Context: an optimization exercise on an open-source flow, tuned for small area and a short achievable clock period. The choices shown serve that exercise and are no tape-out recipe.
Function was checked by simulation only, so behaviour that the tests miss may differ from the original.
Power and IR drop assume default switching activity.

Setup of east:
## speedometer
module speedometer
(
	input clk,
	input rst,
	input speedInfrac,
	output [13:0] outSpeed,
	output [6:0] OL,
	output [3:0] DIG
);
Size: ~830 cells after synthesis, about 80 flip-flops, ~28 I/O pins.
Settings: LEC_CHECK=0, ABC_AREA=1, CAP_MARGIN=20, CORE_MARGIN=2, CORE_UTILIZATION=60, CTS_BUF_LIST=sky130_fd_sc_hd__clkbuf_8, GPL_TIMING_DRIVEN=0, SLEW_MARGIN=20; clock period 150.0 ns.
standard.sh (not shown) runs the stock make flow with config.mk's settings and CLKGATE_MAP_FILE= SYNTH_SCRIPT=/design/flow/synth_recipe.tcl, a recipe that flattens the netlist after the stock synthesis.
==> flow/flow/run.sh <==
#!/bin/bash
set -euo pipefail
rm -rf scripts_area
cp -r "$FLOW_HOME/scripts" scripts_area
printf 'strash\ndc2\ndch\namap\n' > scripts_area/abc_area.script
bash standard.sh SCRIPTS_DIR="$PWD/scripts_area" \
  CTS_ARGS="-sink_clustering_enable -repair_clock_nets -buf_list sky130_fd_sc_hd__clkbuf_8 -sink_clustering_size 30 -sink_clustering_max_diameter 100 -dont_use_dummy_load" \
  BUFFER_PORTS_ARGS="-buffer_cell sky130_fd_sc_hd__buf_1" finish > standard_flow.log 2>&1
The flow did not stop early for east: all stages ran, and the layout cleared the timing, design-rule and antenna checks.
For north, these inputs were changed with respect to east:
--- a/flow/config.mk
+++ b/flow/config.mk
@@ -12,3 +12,2 @@
 export CTS_BUF_LIST = sky130_fd_sc_hd__clkbuf_8
-export GPL_TIMING_DRIVEN = 0
 export SLEW_MARGIN = 20
Results
Re worst ir drop on vdd: east was higher than north. In the reports for east and north, the larger clock share of power belongs to north. Summary of north over east: area overhead of the layout relative to synthesis has increased, portion of the clock cycle consumed by the worst path in the final layout fell 0.26 points.

========
== run 1 ==
speedometer, a different RTL version from the one above (not shown whole).
For scale: about 830 cells after synthesis, ~78 flip-flops, about 28 I/O pins, roughly 7600 sq um of cells after synthesis.
clock: 150.0 ns
lec_check: 0
abc_area: 1
cap_margin: 20
core_margin: 2
core_utilization: 60
cts_buf_list: sky130_fd_sc_hd__clkbuf_8
slew_margin: 20
==> flow/flow/run.sh <==
#!/bin/bash
set -euo pipefail
rm -rf scripts_area
cp -r "$FLOW_HOME/scripts" scripts_area
printf 'strash\ndc2\ndch\namap\n' > scripts_area/abc_area.script
bash standard.sh SCRIPTS_DIR="$PWD/scripts_area" \
  CTS_ARGS="-sink_clustering_enable -repair_clock_nets -buf_list sky130_fd_sc_hd__clkbuf_8 -sink_clustering_size 30 -sink_clustering_max_diameter 100 -dont_use_dummy_load" \
  BUFFER_PORTS_ARGS="-buffer_cell sky130_fd_sc_hd__buf_1" \
  POST_GLOBAL_PLACE_TCL="$PWD/flow/insize.tcl" finish > standard_flow.log 2>&1
==> flow/flow/insize.tcl <==
# After global placement: in the logic fed by the data inputs (rst and
# speedInfrac, which arrive late in the cycle), size each gate that drives
# four or more pins up to its 2x drive version, so that these signals reach
# the registers sooner.  Flip-flops and the clock are not touched.
set block [ord::get_db_block]
proc insize_out_net {inst} {
  foreach it [$inst getITerms] {
    if {[$it isOutputSignal]} { return [$it getNet] }
  }
  return "NULL"
}
set frontier {}
foreach bterm [$block getBTerms] {
  if {[$bterm getIoType] != "INPUT" || [$bterm getName] == "clk"} { continue }
  set net [$bterm getNet]
  if {$net != "NULL"} { lappend frontier $net }
}
set seen [dict create]
set sized 0
for {set depth 0} {$depth < 12 && [llength $frontier] > 0} {incr depth} {
  set next {}
  foreach net $frontier {
    foreach it [$net getITerms] {
      if {![$it isInputSignal]} { continue }
      set inst [$it getInst]
      set name [$inst getName]
      if {[dict exists $seen $name]} { continue }
      dict set seen $name 1
      set master [[$inst getMaster] getName]
      if {[string match "*__df*" $master] || [string match "*__edf*" $master]} { continue }
      set on [insize_out_net $inst]
      if {$on == "NULL"} { continue }
      set fanout 0
      foreach lit [$on getITerms] { if {[$lit isInputSignal]} { incr fanout } }
      if {$fanout >= 4 && [regexp {^(sky130_fd_sc_hd__[a-z0-9]+)_(0|1)$} $master -> base drive]} {
        set new "${base}_2"
        if {[llength [get_lib_cells -quiet $new]] > 0} {
          puts "insize: $name $master -> $new (fanout $fanout)"
          replace_cell $name $new
          incr sized
        }
      }
      lappend next $on
    }
  }
  set frontier $next
}
puts "insize: $sized cells sized up"
Input changes introduced in run 2 (baseline for comparison: run 1):
# run 1
export LEC_CHECK = 0
export ABC_AREA = 1
export CAP_MARGIN = 20
export CORE_MARGIN = 2
export CORE_UTILIZATION = 60
export CTS_BUF_LIST = sky130_fd_sc_hd__clkbuf_8
export SLEW_MARGIN = 20
create_clock -name core_clock -period 150.0 [get_ports {clk}]
# run 2
export LEC_CHECK = 0
export ABC_AREA = 1
export CAP_MARGIN = 20
export CORE_MARGIN = 2
export CORE_UTILIZATION = 50
export CTS_BUF_LIST = sky130_fd_sc_hd__clkbuf_8
export SLEW_MARGIN = 20
create_clock -name core_clock -period 150.0 [get_ports {clk}]
diff --git a/flow/flow/run.sh b/flow/flow/run.sh
--- a/flow/flow/run.sh
+++ b/flow/flow/run.sh
@@ -8,2 +8 @@
-  BUFFER_PORTS_ARGS="-buffer_cell sky130_fd_sc_hd__buf_1" \
-  POST_GLOBAL_PLACE_TCL="$PWD/flow/insize.tcl" finish > standard_flow.log 2>&1
+  BUFFER_PORTS_ARGS="-buffer_cell sky130_fd_sc_hd__buf_1" finish > standard_flow.log 2>&1
removed: flow/flow/insize.tcl
Findings:
Delta (run 2 minus run 1): final critical-path required period saw an increase, per-cell routed wire length picked up an extra 0.60 microns, slew at the pin with the worst max-slew slack grew by 0.094 ns.
Setup changes, run 2 to run 3
# run 2
export LEC_CHECK = 0
export ABC_AREA = 1
export CAP_MARGIN = 20
export CORE_MARGIN = 2
export CORE_UTILIZATION = 50
export CTS_BUF_LIST = sky130_fd_sc_hd__clkbuf_8
export SLEW_MARGIN = 20
create_clock -name core_clock -period 150.0 [get_ports {clk}]
# run 3
export LEC_CHECK = 0
export ABC_AREA = 1
export CAP_MARGIN = 20
export CORE_MARGIN = 2
export CORE_UTILIZATION = 60
export CTS_BUF_LIST = sky130_fd_sc_hd__clkbuf_8
export GPL_TIMING_DRIVEN = 0
export SLEW_MARGIN = 20
create_clock -name core_clock -period 150.0 [get_ports {clk}]
Measured against each other, run 3 and run 2 differ in number of detailed-route iterations in the first pass, the higher figure coming from run 3. Run 3 consumes less power than run 2 does. Global-route usage over all layers | run 3 above run 2. Final cell utilization of the core sits higher in run 3 than in run 2. Higher register-to-register slack was reported by run 2, not run 3. Compared with run 2, run 3 shows count of filler cells inserted in the layout that has gone down by more than 10%. Between run 3 and run 2, the difference in worst hold slack is negligible. Diff run 3..run 2 | residual DRC count | unchanged. Between run 3 and run 2, it is run 3 whose final weighted congestion in routability-driven placement is higher, by about 6%.

========
## xenon
Starting RTL as in the previous note.
clock: 150.0 ns
lec_check: 0
abc_area: 1
cap_margin: 20
core_margin: 2
core_utilization: 60
cts_buf_list: sky130_fd_sc_hd__clkbuf_8
slew_margin: 20
==> flow/flow/run.sh <==
#!/bin/bash
set -euo pipefail
rm -rf scripts_area
cp -r "$FLOW_HOME/scripts" scripts_area
printf 'strash\ndc2\ndch\namap\n' > scripts_area/abc_area.script
bash standard.sh SCRIPTS_DIR="$PWD/scripts_area" \
  CTS_ARGS="-sink_clustering_enable -repair_clock_nets -buf_list sky130_fd_sc_hd__clkbuf_8 -sink_clustering_size 30 -sink_clustering_max_diameter 100 -dont_use_dummy_load" \
  BUFFER_PORTS_ARGS="-buffer_cell sky130_fd_sc_hd__buf_1" \
  POST_GLOBAL_PLACE_TCL="$PWD/flow/inbuf.tcl" finish > standard_flow.log 2>&1
==> flow/flow/inbuf.tcl <==
# After port buffering: the input ports' buffers (not the clock's) become
# buf_4, so that rst and speedInfrac reach their many loads sooner.
set block [ord::get_db_block]
foreach bterm [$block getBTerms] {
  if {[$bterm getIoType] != "INPUT" || [$bterm getName] == "clk"} { continue }
  set net [$bterm getNet]
  if {$net == "NULL"} { continue }
  foreach iterm [$net getITerms] {
    set inst [$iterm getInst]
    set master [[$inst getMaster] getName]
    if {[string match "sky130_fd_sc_hd__buf_1" $master]} {
      puts "inbuf: [$inst getName] ($master) on [$bterm getName] -> sky130_fd_sc_hd__buf_4"
      replace_cell [$inst getName] sky130_fd_sc_hd__buf_4
    }
  }
}
## Diff of input files: yarrow against xenon
--- a/flow/flow/run.sh
+++ b/flow/flow/run.sh
@@ -8,2 +8 @@
-  BUFFER_PORTS_ARGS="-buffer_cell sky130_fd_sc_hd__buf_1" \
-  POST_GLOBAL_PLACE_TCL="$PWD/flow/inbuf.tcl" finish > standard_flow.log 2>&1
+  BUFFER_PORTS_ARGS="-buffer_cell sky130_fd_sc_hd__buf_1" finish > standard_flow.log 2>&1
removed: flow/flow/inbuf.tcl
When the final numbers for yarrow and xenon were put side by side, the met1 wire length turned out to be smaller in yarrow.
In terms of reported sequential group power, yarrow and xenon differ only marginally.
xenon and yarrow ended up with roughly the same total power after layout.
yarrow against xenon: worst hold slack across all endpoints held; met1 capacity usage during global routing shows an increase of 0.59 points.

========
Another version of the RTL of speedometer (not shown whole).
For scale: ~1000 cells after synthesis, about 82 flip-flops, roughly 28 I/O pins, about 0.0081 mm² of cells after synthesis.
Settings: LEC_CHECK=0, ABC_AREA=1, CAP_MARGIN=20, CORE_MARGIN=2, CORE_UTILIZATION=60, CTS_BUF_LIST=sky130_fd_sc_hd__clkbuf_8, SLEW_MARGIN=20; clock period 150.0 ns.
==> flow/flow/run.sh <==
#!/bin/bash
set -euo pipefail
rm -rf scripts_area
cp -r "$FLOW_HOME/scripts" scripts_area
printf 'strash\ndch\nmap -a\n' > scripts_area/abc_area.script
bash standard.sh SCRIPTS_DIR="$PWD/scripts_area" \
  BUFFER_PORTS_ARGS="-buffer_cell sky130_fd_sc_hd__buf_1" SETUP_SLACK_MARGIN=119 finish > standard_flow.log 2>&1
==> next run, changes <==
==> flow/flow/run.sh (replaced) <==
#!/bin/bash
set -euo pipefail
rm -rf scripts_area
cp -r "$FLOW_HOME/scripts" scripts_area
printf 'strash\ndc2\ndch\namap\n' > scripts_area/abc_area.script
bash standard.sh SCRIPTS_DIR="$PWD/scripts_area" \
  BUFFER_PORTS_ARGS="-buffer_cell sky130_fd_sc_hd__buf_1" finish > standard_flow.log 2>&1
=> The changed run finished clean; wire length came out lower by 4.9%; utilization came out lower by 1.8 points; maximum frequency came out lower by 3.6%.

afterwards: timing with drivers on the ports:
The results above use ideal ports. As a check the final layouts listed here were re-extracted and re-timed, cells and wires unchanged. Step 1, drivers: a clkbuf_16 drives clk and a buf_2 each remaining input, both assumed. Step 2 also shifts input and output timing later by t, the mid clock arrival at the registers, as if the neighbouring blocks saw the same clock. a / b / c = ideal ports / drivers / drivers and shift; a / b = the first two.
run	shift t [ns]	setup slack, ns	hold WS [ns]	pins driven straight from the clock port
east	0.401	117.109 / 117.121 / 116.720	0.329 / 0.329 / 0.329	1
north	0.399	117.506 / 117.518 / 117.118	0.347 / 0.347 / 0.347	1
run 1	0.416	118.188 / 118.205 / 117.789	0.325 / 0.325 / 0.325	1
run 2	0.405	118.078 / 118.092 / 117.687	0.328 / 0.328 / 0.328	1
run 3	0.399	117.551 / 117.565 / 117.166	0.329 / 0.329 / 0.329	1
xenon	0.407	118.137 / 118.150 / 117.743	0.329 / 0.329 / 0.329	1
yarrow	0.412	118.147 / 118.161 / 117.748	0.328 / 0.328 / 0.328	1
the first run of note 4	0.415	118.663 / 118.626 / 118.693	0.336 / 0.336 / 0.336	1
the second run of note 4	0.402	117.477 / 117.491 / 117.089	0.334 / 0.334 / 0.334	1
After both steps setup and hold are still met in every run listed.
